Context: an optimization exercise on an open-source flow, tuned for small area. The choices shown serve that exercise and are no tape-out recipe. In this exercise RTL edits were held to simulation tests only and were not proved equivalent to the original.

## flow/design.v (module list and top-level ports; edited modules follow where they fit)
// module ai_accel: 1850 lines
// module wsel: 10 lines
// module aoi222: 5 lines
// module aoi22: 5 lines
// module nd2: 5 lines
// module nd3: 5 lines
// module nd4: 5 lines
// module xo2: 5 lines
// module fa: 6 lines
// module ha: 6 lines
// module hai: 6 lines
// module ham: 6 lines
module ai_accel
(
	rst_n,
	clk,
	addr,
	wr_en,
	accel_select,
	data_in,
	ctr,
	data_out
);
  // ...
==> flow/flow/run.sh <==
#!/bin/bash
# Standard layout (standard.sh), except: the synthesis buffers are removed at
# floorplan, ports get buf_1 buffers, and CTS inserts no dummy loads.
set -e
cat >> config.mk <<'EOF'
export REMOVE_ABC_BUFFERS = 1
export BUFFER_PORTS_ARGS = -buffer_cell sky130_fd_sc_hd__buf_1
export CTS_ARGS = -sink_clustering_enable -repair_clock_nets -dont_use_dummy_load -sink_clustering_size 16 -sink_clustering_max_diameter 80 -buf_list sky130_fd_sc_hd__clkbuf_8
EOF
bash standard.sh > standard.log 2>&1
==> flow/standard.sh <==
#!/bin/bash
# synth_recipe.tcl (not shown) runs the flow's synth.tcl, then flattens the netlist and writes it again
# the make line also repeats each setting of config.mk as NAME=value (left out here)
make -C /OpenROAD-flow-scripts/flow DESIGN_CONFIG=/design/flow/config.mk WORK_HOME=/design/flow/orfs CLKGATE_MAP_FILE= SYNTH_SCRIPT=/design/flow/synth_recipe.tcl "${@:-finish}"
==> flow/config.mk <==
export PLATFORM = sky130hd
export DESIGN_NAME = ai_accel
export DESIGN_NICKNAME = ai_accel
export VERILOG_FILES = /design/flow/design.v
export SDC_FILE = /design/flow/constraint.sdc
export NUM_CORES = 4
export LEC_CHECK = 0
export CAP_MARGIN = 5
export CORE_MARGIN = 2
export CORE_UTILIZATION = 60
export CTS_BUF_LIST = sky130_fd_sc_hd__clkbuf_8
export CTS_CLUSTER_DIAMETER = 80
export CTS_CLUSTER_SIZE = 16
export GPL_TIMING_DRIVEN = 0
export PLACE_DENSITY = 0.7
export SETUP_SLACK_MARGIN = 0
export SLEW_MARGIN = 5
export SYNTH_HIERARCHICAL = 1
export SYNTH_MINIMUM_KEEP_SIZE = 0
export REMOVE_ABC_BUFFERS = 1
export BUFFER_PORTS_ARGS = -buffer_cell sky130_fd_sc_hd__buf_1
export CTS_ARGS = -sink_clustering_enable -repair_clock_nets -dont_use_dummy_load -sink_clustering_size 16 -sink_clustering_max_diameter 80 -buf_list sky130_fd_sc_hd__clkbuf_8
==> flow/constraint.sdc <==
create_clock -name core_clock -period 32.0 [get_ports {clk}]
set_input_delay 6.4000 -clock core_clock [delete_from_list [all_inputs] [get_ports {clk}]]
set_output_delay 6.4000 -clock core_clock [all_outputs]
set_load 0.01 [all_outputs]
==> metrics.md, run 1 <==
| Metric | Value |
|---|---|
| Status | `timing/DRC/antenna clean` |
| Library cells used by synthesis | `57` |
| Routed length per instance | `around 36 um` |
| YS warnings | `7` |
| Synth top area cells | `fa_1 (37%), edfxtp_1 (32%), nand2_1 (9.0%)` |
| Area grow syn2layout | `5.67%` |
| Setup slack after layout | `0.600 ns` |
| Area occupied by multi-input gates | `roughly 15000 um2` |
| Worst setup path end | `data_out[13]` |
| Mapped cell area | `around 23000 um2` |
| Count leader, synth | `nand2_1` |
| Register Area | `around 7700 um2` |
| Hold path startpoint | `go_seen$_DFFE_PN0P_` |
| Most common cell after layout, fill and taps aside | `nand2_1` |
| Number of port buffers | `73` |
| Simple-gate area share of the yosys netlist | `0.143` |
| Final Non-Filler Cells | `2487` |
| Slew headroom | `0.207` |
| Cells on worst reg2reg path | `21` |
| Die X | `200 um` |
| Antenna cells | `1` |
| Minimum clock period | `31.40 ns` |
| Post-layout util | `0.645` |
| Worst-margin pin slew | `between 1 and 1.5 ns` |
| DR WL met3 | `roughly 15 mm` |
| Compound-cell area share of the yosys netlist | `0.100` |
| CTS Buffer Depth | `3` |
| FMAX | `between 30 and 40 MHz` |
| Fill cell count | `a little under 3000` |
| Cell accounting for the most synthesized area | `fa_1` |
| Initial drt markers | `approximately 3700` |
| Pin count of the biggest net entering global routing | `33` |
| Final hold viol count | `0` |
| Clock latency (worst-skew pair) | `~0.60 ns` |
==> module wsel, before the edit <==
module wsel(st, vA0, vA1, vA2, vB0, vB1, vB2, vB3, s0, s1, s2);
	input [1:0] st;
	input vA0, vA1, vA2, vB0, vB1, vB2, vB3;
	output [3:0] s0, s1, s2;
	wire x = st[1];
	wire y = st[0];
	assign s0 = {x & y & vB1, x & ~y & vB1, ~x & y & vB0, ~x & ~y & vB0} & {4{vA0}};
	assign s1 = {x & y & vB2, x & ~y & vB2, ~x & y & vB1, ~x & ~y & vB1} & {4{vA1}};
	assign s2 = {x & y & vB3, x & ~y & vB3, ~x & y & vB2, ~x & ~y & vB2} & {4{vA2}};
endmodule
==> run 2: changes to the inputs <==
--- a/flow/design.v
+++ b/flow/design.v
@@ -19,17 +19,17 @@
 	output [31:0] data_out;
 	wire [31:0] data_out;
 	output [15:0] ctr;
 	reg go_bit;
 	reg [1:0] st;           
 	reg [31:0] data_A0, data_A1, data_A2;
 	reg [31:0] data_B0, data_B1, data_B2, data_B3;
 	reg vA0, vA1, vA2, vB0, vB1, vB2, vB3;
-	reg [7:0] res1, res2, res3;
+	reg [7:0] res1, res2, res3, res4;
 	reg go_seen;            
 	wire [3:0] fld = addr[5:2];
 	wire wr = wr_en & accel_select;
 	wire go_bit_in = wr & (fld == 4'b1000);
 	wire done_bit = st[1] & st[0];
 	wire [1:0] counter = {st[1], st[0] & ~st[1]};
 	assign ctr = {14'b0, counter};
 	wire wA0 = wr & (fld == 4'b1010);
@@ -71,17 +71,17 @@
 		if (wB1) data_B1 <= data_in;
 		if (wB2) data_B2 <= data_in;
 		if (wB3) data_B3 <= data_in;
 	end
 	wire [23:0] a0 = data_A0[23:0];
 	wire [23:0] a1 = data_A1[23:0];
 	wire [23:0] a2 = data_A2[23:0];
 	wire [3:0] s0, s1, s2;
-	wsel ws(st, vA0, vA1, vA2, vB0, vB1, vB2, vB3, s0, s1, s2);
+	wsel ws(go_bit_in, st, vA0, vA1, vA2, vB0, vB1, vB2, vB3, s0, s1, s2);
 	wire [23:0] b0 = ({24{s0[0]}} & data_B0[31:8]) | ({24{s0[1]}} & data_B0[23:0]) |
 	                 ({24{s0[2]}} & data_B1[31:8]) | ({24{s0[3]}} & data_B1[23:0]);
 	wire [23:0] b1 = ({24{s1[0]}} & data_B1[31:8]) | ({24{s1[1]}} & data_B1[23:0]) |
 	                 ({24{s1[2]}} & data_B2[31:8]) | ({24{s1[3]}} & data_B2[23:0]);
 	wire [23:0] b2 = ({24{s2[0]}} & data_B2[31:8]) | ({24{s2[1]}} & data_B2[23:0]) |
 	                 ({24{s2[2]}} & data_B3[31:8]) | ({24{s2[3]}} & data_B3[23:0]);
 	wire [7:0] r;
 	wire p1 = ~(a0[0] & b0[0]);
@@ -934,75 +934,76 @@
 	wire r589 = ovf586 | s359;
 	wire r590 = ovf586 | ~s387;
 	wire r591 = ovf586 | s423;
 	wire r592 = ovf586 | s468;
 	wire r593 = ovf586 | s522;
 	wire r594 = ovf586 | s585;
 	assign r = {r594, r593, r592, r591, r590, r589, r588, r587};
 	always @(posedge clk) begin
-		if (st == 2'd0) res1 <= r;
-		if (st == 2'd1) res2 <= r;
-		if (st == 2'd2) res3 <= r;
+		if (go_bit_in) res1 <= r;
+		if (st == 2'd0) res2 <= r;
+		if (st == 2'd1) res3 <= r;
+		if (st == 2'd2) res4 <= r;
 	end
 	wire sA0 = vA0 & (fld == 4'b1010);
 	wire sA1 = vA1 & (fld == 4'b1011);
 	wire sA2 = vA2 & (fld == 4'b1100);
 	wire sB0 = vB0 & (fld == 4'b1101);
 	wire sB1 = vB1 & (fld == 4'b1110);
 	wire sB2 = vB2 & (fld == 4'b1111);
 	wire sB3 = vB3 & (fld == 4'b0000);
 	wire sC = go_seen & (fld == 4'b0001);
 	wire sC2 = go_seen & (fld == 4'b0010);
 	wire s8 = (fld == 4'b1000);
 	wire s9 = (fld == 4'b1001);
 	wire s595, c595;
 	fa u595 (res1[0], res2[0], res3[0], s595, c595);
 	wire s596, c596;
-	ha u596 (s595, r[0], s596, c596);
+	ha u596 (res4[0], s595, s596, c596);
 	wire s597, c597;
 	fa u597 (res1[1], res2[1], res3[1], s597, c597);
 	wire s598, c598;
-	fa u598 (c595, s597, r[1], s598, c598);
+	fa u598 (res4[1], c595, s597, s598, c598);
 	wire s599, c599;
 	ha u599 (c596, s598, s599, c599);
 	wire s600, c600;
 	fa u600 (res1[2], res2[2], res3[2], s600, c600);
 	wire s601, c601;
-	fa u601 (c597, s600, r[2], s601, c601);
+	fa u601 (res4[2], c597, s600, s601, c601);
 	wire s602, c602;
 	fa u602 (c598, s601, c599, s602, c602);
 	wire s603, c603;
 	fa u603 (res1[3], res2[3], res3[3], s603, c603);
 	wire s604, c604;
-	fa u604 (c600, s603, r[3], s604, c604);
+	fa u604 (res4[3], c600, s603, s604, c604);
 	wire s605, c605;
 	fa u605 (c601, s604, c602, s605, c605);
 	wire s606, c606;
 	fa u606 (res1[4], res2[4], res3[4], s606, c606);
 	wire s607, c607;
-	fa u607 (c603, s606, r[4], s607, c607);
+	fa u607 (res4[4], c603, s606, s607, c607);
 	wire s608, c608;
 	fa u608 (c604, s607, c605, s608, c608);
 	wire s609, c609;
 	fa u609 (res1[5], res2[5], res3[5], s609, c609);
 	wire s610, c610;
-	fa u610 (c606, s609, r[5], s610, c610);
+	fa u610 (res4[5], c606, s609, s610, c610);
 	wire s611, c611;
 	fa u611 (c607, s610, c608, s611, c611);
 	wire s612, c612;
 	fa u612 (res1[6], res2[6], res3[6], s612, c612);
 	wire s613, c613;
-	fa u613 (c609, s612, r[6], s613, c613);
+	fa u613 (res4[6], c609, s612, s613, c613);
 	wire s614, c614;
 	fa u614 (c610, s613, c611, s614, c614);
 	wire s615, c615;
 	fa u615 (res1[7], res2[7], res3[7], s615, c615);
 	wire s616, c616;
-	fa u616 (c612, s615, r[7], s616, c616);
+	fa u616 (res4[7], c612, s615, s616, c616);
 	wire s617, c617;
 	fa u617 (c613, s616, c614, s617, c617);
 	wire s618, c618;
 	fa u618 (c615, c616, c617, s618, c618);
 	wire d619 = ~(res1[0] ^ ~s602);
 	wire b620 = res1[0] | ~s602;
 	wire i621 = ~s605;
 	wire s622, c622;
@@ -1213,39 +1214,39 @@
 	wire p785 = ~(x756 & x762);
 	wire p786 = ~(x756 & x764);
 	wire p787 = ~(x758 & x760);
 	wire p788 = ~(x758 & x762);
 	wire p789 = ~(x758 & x764);
 	wire p790 = ~(x760 & x762);
 	wire p791 = ~(x760 & x764);
 	wire p792 = ~(x762 & x764);
-	wire d793 = ~(r[0] ^ ~s602);
-	wire b794 = r[0] | ~s602;
+	wire d793 = ~(res4[0] ^ ~s602);
+	wire b794 = res4[0] | ~s602;
 	wire i795 = ~s605;
 	wire s796, c796;
-	fa u796 (r[1], i795, b794, s796, c796);
+	fa u796 (res4[1], i795, b794, s796, c796);
 	wire i797 = ~s608;
 	wire s798, c798;
-	fa u798 (r[2], i797, c796, s798, c798);
+	fa u798 (res4[2], i797, c796, s798, c798);
 	wire i799 = ~s611;
 	wire s800, c800;
-	fa u800 (r[3], i799, c798, s800, c800);
+	fa u800 (res4[3], i799, c798, s800, c800);
 	wire i801 = ~s614;
 	wire s802, c802;
-	fa u802 (r[4], i801, c800, s802, c802);
+	fa u802 (res4[4], i801, c800, s802, c802);
 	wire i803 = ~s617;
 	wire s804, c804;
-	fa u804 (r[5], i803, c802, s804, c804);
+	fa u804 (res4[5], i803, c802, s804, c804);
 	wire i805 = ~s618;
 	wire s806, c806;
-	fa u806 (r[6], i805, c804, s806, c806);
+	fa u806 (res4[6], i805, c804, s806, c806);
 	wire i807 = ~c618;
 	wire s808, c808;
-	fa u808 (r[7], i807, c806, s808, c808);
+	fa u808 (res4[7], i807, c806, s808, c808);
 	wire u809 = ~c808 & d793;
 	wire x810;
 	xo2 u810 (s796, u809, x810);
 	wire u811 = u809 | (~c808 & s796);
 	wire x812;
 	xo2 u812 (s798, u811, x812);
 	wire u813 = u811 | (~c808 & s798);
 	wire x814;
@@ -1332,17 +1333,17 @@
 	wire s873, c873;
 	fa u873 (p831, p652, p710, s873, c873);
 	wire s874, c874;
 	fa u874 (p768, p826, c863, s874, c874);
 	wire i875 = ~c862;
 	wire s876, c876;
 	fa u876 (i875, c864, c866, s876, c876);
 	wire s877, c877;
-	fa u877 (s872, s873, c868, s877, c877);
+	fa u877 (s872, c868, s873, s877, c877);
 	wire s878, c878;
 	fa u878 (s874, c869, s876, s878, c878);
 	wire s879, c879;
 	fa u879 (s877, c870, s878, s879, c879);
 	wire s880, c880;
 	ham u880 (c871, s879, s880, c880);
 	wire s881, c881;
 	fa u881 (x640, x698, x756, s881, c881);
@@ -1413,23 +1414,23 @@
 	fa u916 (s909, p655, p713, s916, c916);
 	wire s917, c917;
 	fa u917 (p771, p829, c896, s917, c917);
 	wire s918, c918;
 	fa u918 (c897, s910, s912, s918, c918);
 	wire s919, c919;
 	fa u919 (c898, c899, s913, s919, c919);
 	wire s920, c920;
-	fa u920 (s915, c901, s916, s920, c920);
+	fa u920 (s915, c901, c902, s920, c920);
 	wire s921, c921;
-	fa u921 (s917, c902, s918, s921, c921);
+	fa u921 (s916, s917, s918, s921, c921);
 	wire s922, c922;
-	fa u922 (c903, s919, s920, s922, c922);
+	fa u922 (c903, s919, c904, s922, c922);
 	wire s923, c923;
-	fa u923 (c904, s921, c905, s923, c923);
+	fa u923 (s920, s921, c905, s923, c923);
 	wire s924, c924;
 	fa u924 (s922, c906, s923, s924, c924);
 	wire s925, c925;
 	ham u925 (c907, s924, s925, c925);
 	wire s926, c926;
 	fa u926 (p668, p726, p784, s926, c926);
 	wire s927, c927;
 	fa u927 (p842, p665, p723, s927, c927);
@@ -1440,23 +1441,23 @@
 	wire s930, c930;
 	fa u930 (p835, c910, c912, s930, c930);
 	wire i931 = ~c908;
 	wire s932, c932;
 	fa u932 (i931, s926, c913, s932, c932);
 	wire s933, c933;
 	fa u933 (c915, s927, s928, s933, c933);
 	wire s934, c934;
-	fa u934 (c916, c917, s929, s934, c934);
+	fa u934 (c916, c917, c918, s934, c934);
 	wire s935, c935;
-	fa u935 (c918, s930, c919, s935, c935);
+	fa u935 (s929, s930, c919, s935, c935);
 	wire s936, c936;
 	fa u936 (s932, s933, c920, s936, c936);
 	wire s937, c937;
-	fa u937 (s934, c921, s935, s937, c937);
+	fa u937 (c921, s934, s935, s937, c937);
 	wire s938, c938;
 	fa u938 (c922, s936, c923, s938, c938);
 	wire s939, c939;
 	fa u939 (s937, c924, s938, s939, c939);
 	wire s940, c940;
 	ham u940 (c925, s939, s940, c940);
 	wire s941, c941;
 	fa u941 (x644, x702, x760, s941, c941);
@@ -1844,22 +1845,23 @@
 	wire o1158;
 	aoi222 u1158 (sA0, data_A0[31], sA1, data_A1[31], sA2, data_A2[31], o1158);
 	wire o1159;
 	aoi222 u1159 (sB0, data_B0[31], sB1, data_B1[31], sB2, data_B2[31], o1159);
 	wire o1160;
 	aoi222 u1160 (sB3, data_B3[31], sc1006, s634, s8, done_bit, o1160);
 	nd3 u1161 (o1158, o1159, o1160, data_out[31]);
 endmodule
-module wsel(st, vA0, vA1, vA2, vB0, vB1, vB2, vB3, s0, s1, s2);
+module wsel(go, st, vA0, vA1, vA2, vB0, vB1, vB2, vB3, s0, s1, s2);
+	input go;
 	input [1:0] st;
 	input vA0, vA1, vA2, vB0, vB1, vB2, vB3;
 	output [3:0] s0, s1, s2;
-	wire x = st[1];
-	wire y = st[0];
+	wire x = ~go & (st != 2'd0);
+	wire y = ~go & ~(st == 2'd1);
 	assign s0 = {x & y & vB1, x & ~y & vB1, ~x & y & vB0, ~x & ~y & vB0} & {4{vA0}};
 	assign s1 = {x & y & vB2, x & ~y & vB2, ~x & y & vB1, ~x & ~y & vB1} & {4{vA1}};
 	assign s2 = {x & y & vB3, x & ~y & vB3, ~x & y & vB2, ~x & ~y & vB2} & {4{vA2}};
 endmodule
 module aoi222(a1, b1, a2, b2, a3, b3, y);
 	input a1, b1, a2, b2, a3, b3;
 	output y;
 	assign y = ~((a1 & b1) | (a2 & b2) | (a3 & b3));
==> flow/flow/run.sh (replaced) <==
#!/bin/bash
# Standard layout (standard.sh), except: the synthesis buffers are removed at
# floorplan, ports get buf_2 buffers, and CTS inserts no dummy loads.
set -e
cat >> config.mk <<'EOF'
export REMOVE_ABC_BUFFERS = 1
export BUFFER_PORTS_ARGS = -buffer_cell sky130_fd_sc_hd__buf_2
export CTS_ARGS = -sink_clustering_enable -repair_clock_nets -dont_use_dummy_load -sink_clustering_size 25 -sink_clustering_max_diameter 100 -buf_list sky130_fd_sc_hd__clkbuf_16
EOF
bash standard.sh > standard.log 2>&1
==> flow/config.mk (replaced) <==
export PLATFORM = sky130hd
export DESIGN_NAME = ai_accel
export DESIGN_NICKNAME = ai_accel
export VERILOG_FILES = /design/flow/design.v
export SDC_FILE = /design/flow/constraint.sdc
export NUM_CORES = 4
export LEC_CHECK = 0
export CAP_MARGIN = 5
export CORE_MARGIN = 2
export CORE_UTILIZATION = 60
export CTS_BUF_LIST = sky130_fd_sc_hd__clkbuf_16
export CTS_CLUSTER_DIAMETER = 100
export CTS_CLUSTER_SIZE = 25
export GPL_TIMING_DRIVEN = 0
export PLACE_DENSITY = 0.7
export SETUP_SLACK_MARGIN = 0
export SLEW_MARGIN = 5
export SYNTH_HIERARCHICAL = 1
export SYNTH_MINIMUM_KEEP_SIZE = 0
export REMOVE_ABC_BUFFERS = 1
export BUFFER_PORTS_ARGS = -buffer_cell sky130_fd_sc_hd__buf_2
export CTS_ARGS = -sink_clustering_enable -repair_clock_nets -dont_use_dummy_load -sink_clustering_size 25 -sink_clustering_max_diameter 100 -buf_list sky130_fd_sc_hd__clkbuf_16
==> metrics.md, run 2 <==
| Metric | Value |
|---|---|
| Antenna cells | `0 (-1)` |
| R2R Path Start | `st[1]$_DFFE_PN0P_` |
| Net count, final | `about 2500` |
| Area grow syn2layout | `6.76%` |
| Post-layout util | `0.646 (about the same)` |
| Routed length per instance | `35.0 um (-3.4%)` |
| CP dominant cell by count | `fa_1` |
| DR pass1 iterations | `12` |
| Synth Instances | `between 1500 and 2000` |
| Slew headroom | `0.0826 (-0.125)` |
| Slowest stage cell, crit path | `xor2_1` |
| Count leader, synth | `nand2_1` |
| Fill cell count | `3001 (+3.6%)` |
| Hold Path Class | `flip-flop to flip-flop` |
| Period utilization | `0.707` |
| Clock latency (worst-skew pair) | `0.51 ns (-0.09 ns)` |
| Status | `timing/DRC/antenna clean` |
| Worst Path Arrival | `between 15 and 20 ns` |
| Syn avg cell area | `12.0 um2` |
| Commonest non-fill, non-tap cells in the layout | `nand2_1 (554), fa_1 (426), edfxtp_1 (256), a22oi_1 (146), a222oi_1 (81)` |
| Worst-margin pin slew | `1.38 ns (+0.191 ns)` |
| Most instantiated cells after synthesis | `nand2_1 (554), fa_1 (426), edfxtp_1 (256), a22oi_1 (146), a222oi_1 (81)` |
| Overflow after GRT | `0` |
| Hold path startpoint | `go_seen$_DFFE_PN0P_` |
| Setup crit end kind | `output pin` |
| Clock root buffer | `clkbuf_16` |
| GRT Total Usage | `0.446` |
| DRC | `0` |
| # hold bufs at CTS | `0` |
| Post-synthesis register bit count | `267` |
| Most common flop cell mapped by yosys | `edfxtp_1` |
| Antenna violations before repair | `0` |
| Final Hold Slack | `about 0.47 ns` |
| Vias in the first global route | `between 15000 and 20000` |
| Worst endpoint required time | `around 26 ns` |
| EDFF count, synth | `approximately 260` |
| # H-tree levels | `1` |
| Seq/Total Area, Yosys | `0.343` |
| Die X | `201 um (+0.32%)` |
| Crit-path max cell delay | `approximately 0.86 ns` |
| RSZ-0062 raised after global routing | `no` |
| Ports | `roughly 120` |
| Antenna Nets Post-Route | `0` |
| Most common cell after layout, fill and taps aside | `nand2_1` |
| Critical Path Start | `res2[1]$_DFFE_PN_` |
| Initial Utilization | `0.605` |
| Clock sink count | `about 270` |
| Yosys top cell area share | `0.367` |
| Global-route wire length before repair | `~130 mm` |
| Critical Path Source Type | `flip-flop` |
| Cell accounting for the most synthesized area | `fa_1` |
| Total negative slack | `0 ns` |
| YS warnings | `7 (unchanged)` |
| TritonCTS clock tree | `done` |
| Via/cell ratio | `7.26` |
| Synth top area cells | `fa_1 (37%), edfxtp_1 (33%), nand2_1 (9.0%)` |
| Die height | `about 200 um` |
| CTS Buffer Depth | `3 (unchanged)` |
| Number of port buffers | `73 (unchanged)` |
| Slew Limit Fails | `0` |
| Final WL | `approximately 90 mm` |
| Rows | `72` |
| Placer Congestion | `roughly 1.1` |
| Post-CTS Resized | `0` |
| Vias | `18195` |
| Share of layout cells above drive strength 1 | `0.0744` |
| Initial drt markers | `3468 (-5.0%)` |
| FFs w/ async S/R, synth | `0.0412` |
| Clk_skew | `between 0.02 and 0.025 ns` |
| Library cells used by synthesis | `53 (-7.0%)` |
| CTS Buf Count | `14` |
| Pin count of the biggest net entering global routing | `33 (unchanged)` |
| Critical path type | `flip-flop to output pin` |
| Post-CTS Setup Bufs | `0` |
| Die area | `~40000 um2` |
| Mapped cell area | `23200 um2 (+0.66%)` |
| DPL Wire Length | `about 68 mm` |
| Core footprint | `~38000 um2` |
| Minimum clock period | `22.63 ns (-8.77 ns)` |
| Clock-pin slew on the worst setup and hold paths | `roughly 0.1 ns` |
| FMAX | `44.2 MHz (+39%)` |
| CP max FO | `8` |
| Finish-stage setup viols | `0` |
| Max_cap viols | `0` |
| Final hold viol count | `0 (unchanged)` |
## run 2: final cells by class
class	instances	area, um2	share of cell area
clock buffer	14	350	0.0141
inverter	79	297	0.0120
multi-input combinational	1530	14800	0.597
sequential	267	7960	0.321
tap	518	648	0.0262
timing repair buffer	98	719	0.0290
## run 2: worst paths after layout
path                                       end  slack, ns  cells past startpoint
hold / removal             go_seen$_DFFE_PN0P_       0.47                      1
max in group asynchronous    st[1]$_DFFE_PN0P_      26.02                      1
hold reg to reg            go_seen$_DFFE_PN0P_       0.47                      1
min in group asynchronous      vA0$_DFFE_PN0P_       5.76                      1
setup / recovery                  data_out[13]       9.37                     38
setup reg to reg             res2[6]$_DFFE_PN_      21.17                     22
## run 2: kinds of logic (layout without fill, tap and decap cells)
| logic type | count (synthesis) | after routing | share of synthesized area |
|---|---|---|---|
| buffers and inverters | 143 | 191 | 0.0258 |
| adders and majority gates | 451 | 451 | 0.381 |
| other | 1 | 14 | 0.000162 |
| muxes | 1 | 1 | 0.000431 |
| AOI/OAI and AO/OA | 286 | 286 | 0.0999 |
| DFF | 267 | 267 | 0.343 |
| xor gates and xnor gates | 29 | 29 | 0.0109 |
| and+or+nand+nor | 749 | 749 | 0.139 |
## run 2: routing by layer
metal  vias to the layer above  wire, um  track usage
met1                      9171     30900        0.628
met4                         0      6060        0.233
met3                       294     15000        0.158
met5                         -         0            0
met2                      1778     35900        0.617
li1                       6952         -            -
## run 2: per-module statistics from Yosys, one instance, submodules excluded
| module | cell area, um2 | times used | cells |
|---|---|---|---|
| aoi22 | 12.5 | 1 | 1 |
| xo2 | 8.76 | 28 | 1 |
| hai | 20.0 | 3 | 3 |
| fa | 20.0 | 426 | 1 |
| ha | 12.5 | 2 | 1 |
| ham | 16.3 | 12 | 2 |
| ai_accel | 12900 | 1 | 1271 |
| nd3 | 5.00 | 13 | 1 |
| nd2 | 3.75 | 35 | 1 |
| aoi222 | 10.0 | 79 | 1 |
| wsel | 111 | 1 | 20 |
| nd4 | 6.26 | 19 | 1 |
## run 2: metrics by stage
step / setup slack [ns] / std cells / cell area, um2
after global routing: 8.86 / 2506 / 24800
after global placement: 10.13 / 2467 / 24000
after CTS: 9.36 / 2506 / 24800
after detailed placement: 9.89 / 2492 / 24400
final: 9.37 / 2506 / 24800
after floorplan: 11.82 / 1876 / 23000
## run 2: critical path: cells and delay by family, from the launching register on
family	cells	cell delay [ns]
adders and majority gates	28	12.56
xor gates and xnor gates	1	0.86
AOI/OAI and AO/OA	1	0.72
and+or+nand+nor	3	0.59
buffers and inverters	5	0.53
DFF	1	0.46

[afterwards: timing with drivers on the ports]
Ports are ideal in the flow. The routed layouts listed here were re-timed in OpenROAD. Step 1 sets driving cells, clkbuf_16 on the clock port and buf_2 on the other inputs (assumed; they add their load-dependent delay and slew). Step 2 also shifts input and output timing later by t, the mid clock arrival at the registers, as if the neighbouring blocks saw the same clock. Three values: ideal ports, drivers, drivers and shift; two values: the first two.
run | t (ns) | setup WS [ns] | hold WS [ns] | worst setup path at the end | worst data-port slew with drivers (ns)
run 1 | 0.603 | 0.600 / 0.553 / 1.156 | 0.478 / 0.478 / 0.478 | register to output | 0.07
run 2 | 0.547 | 9.370 / 9.318 / 9.865 | 0.472 / 0.472 / 0.472 | register to output | 0.06
After both steps setup and hold are still met in every run listed.
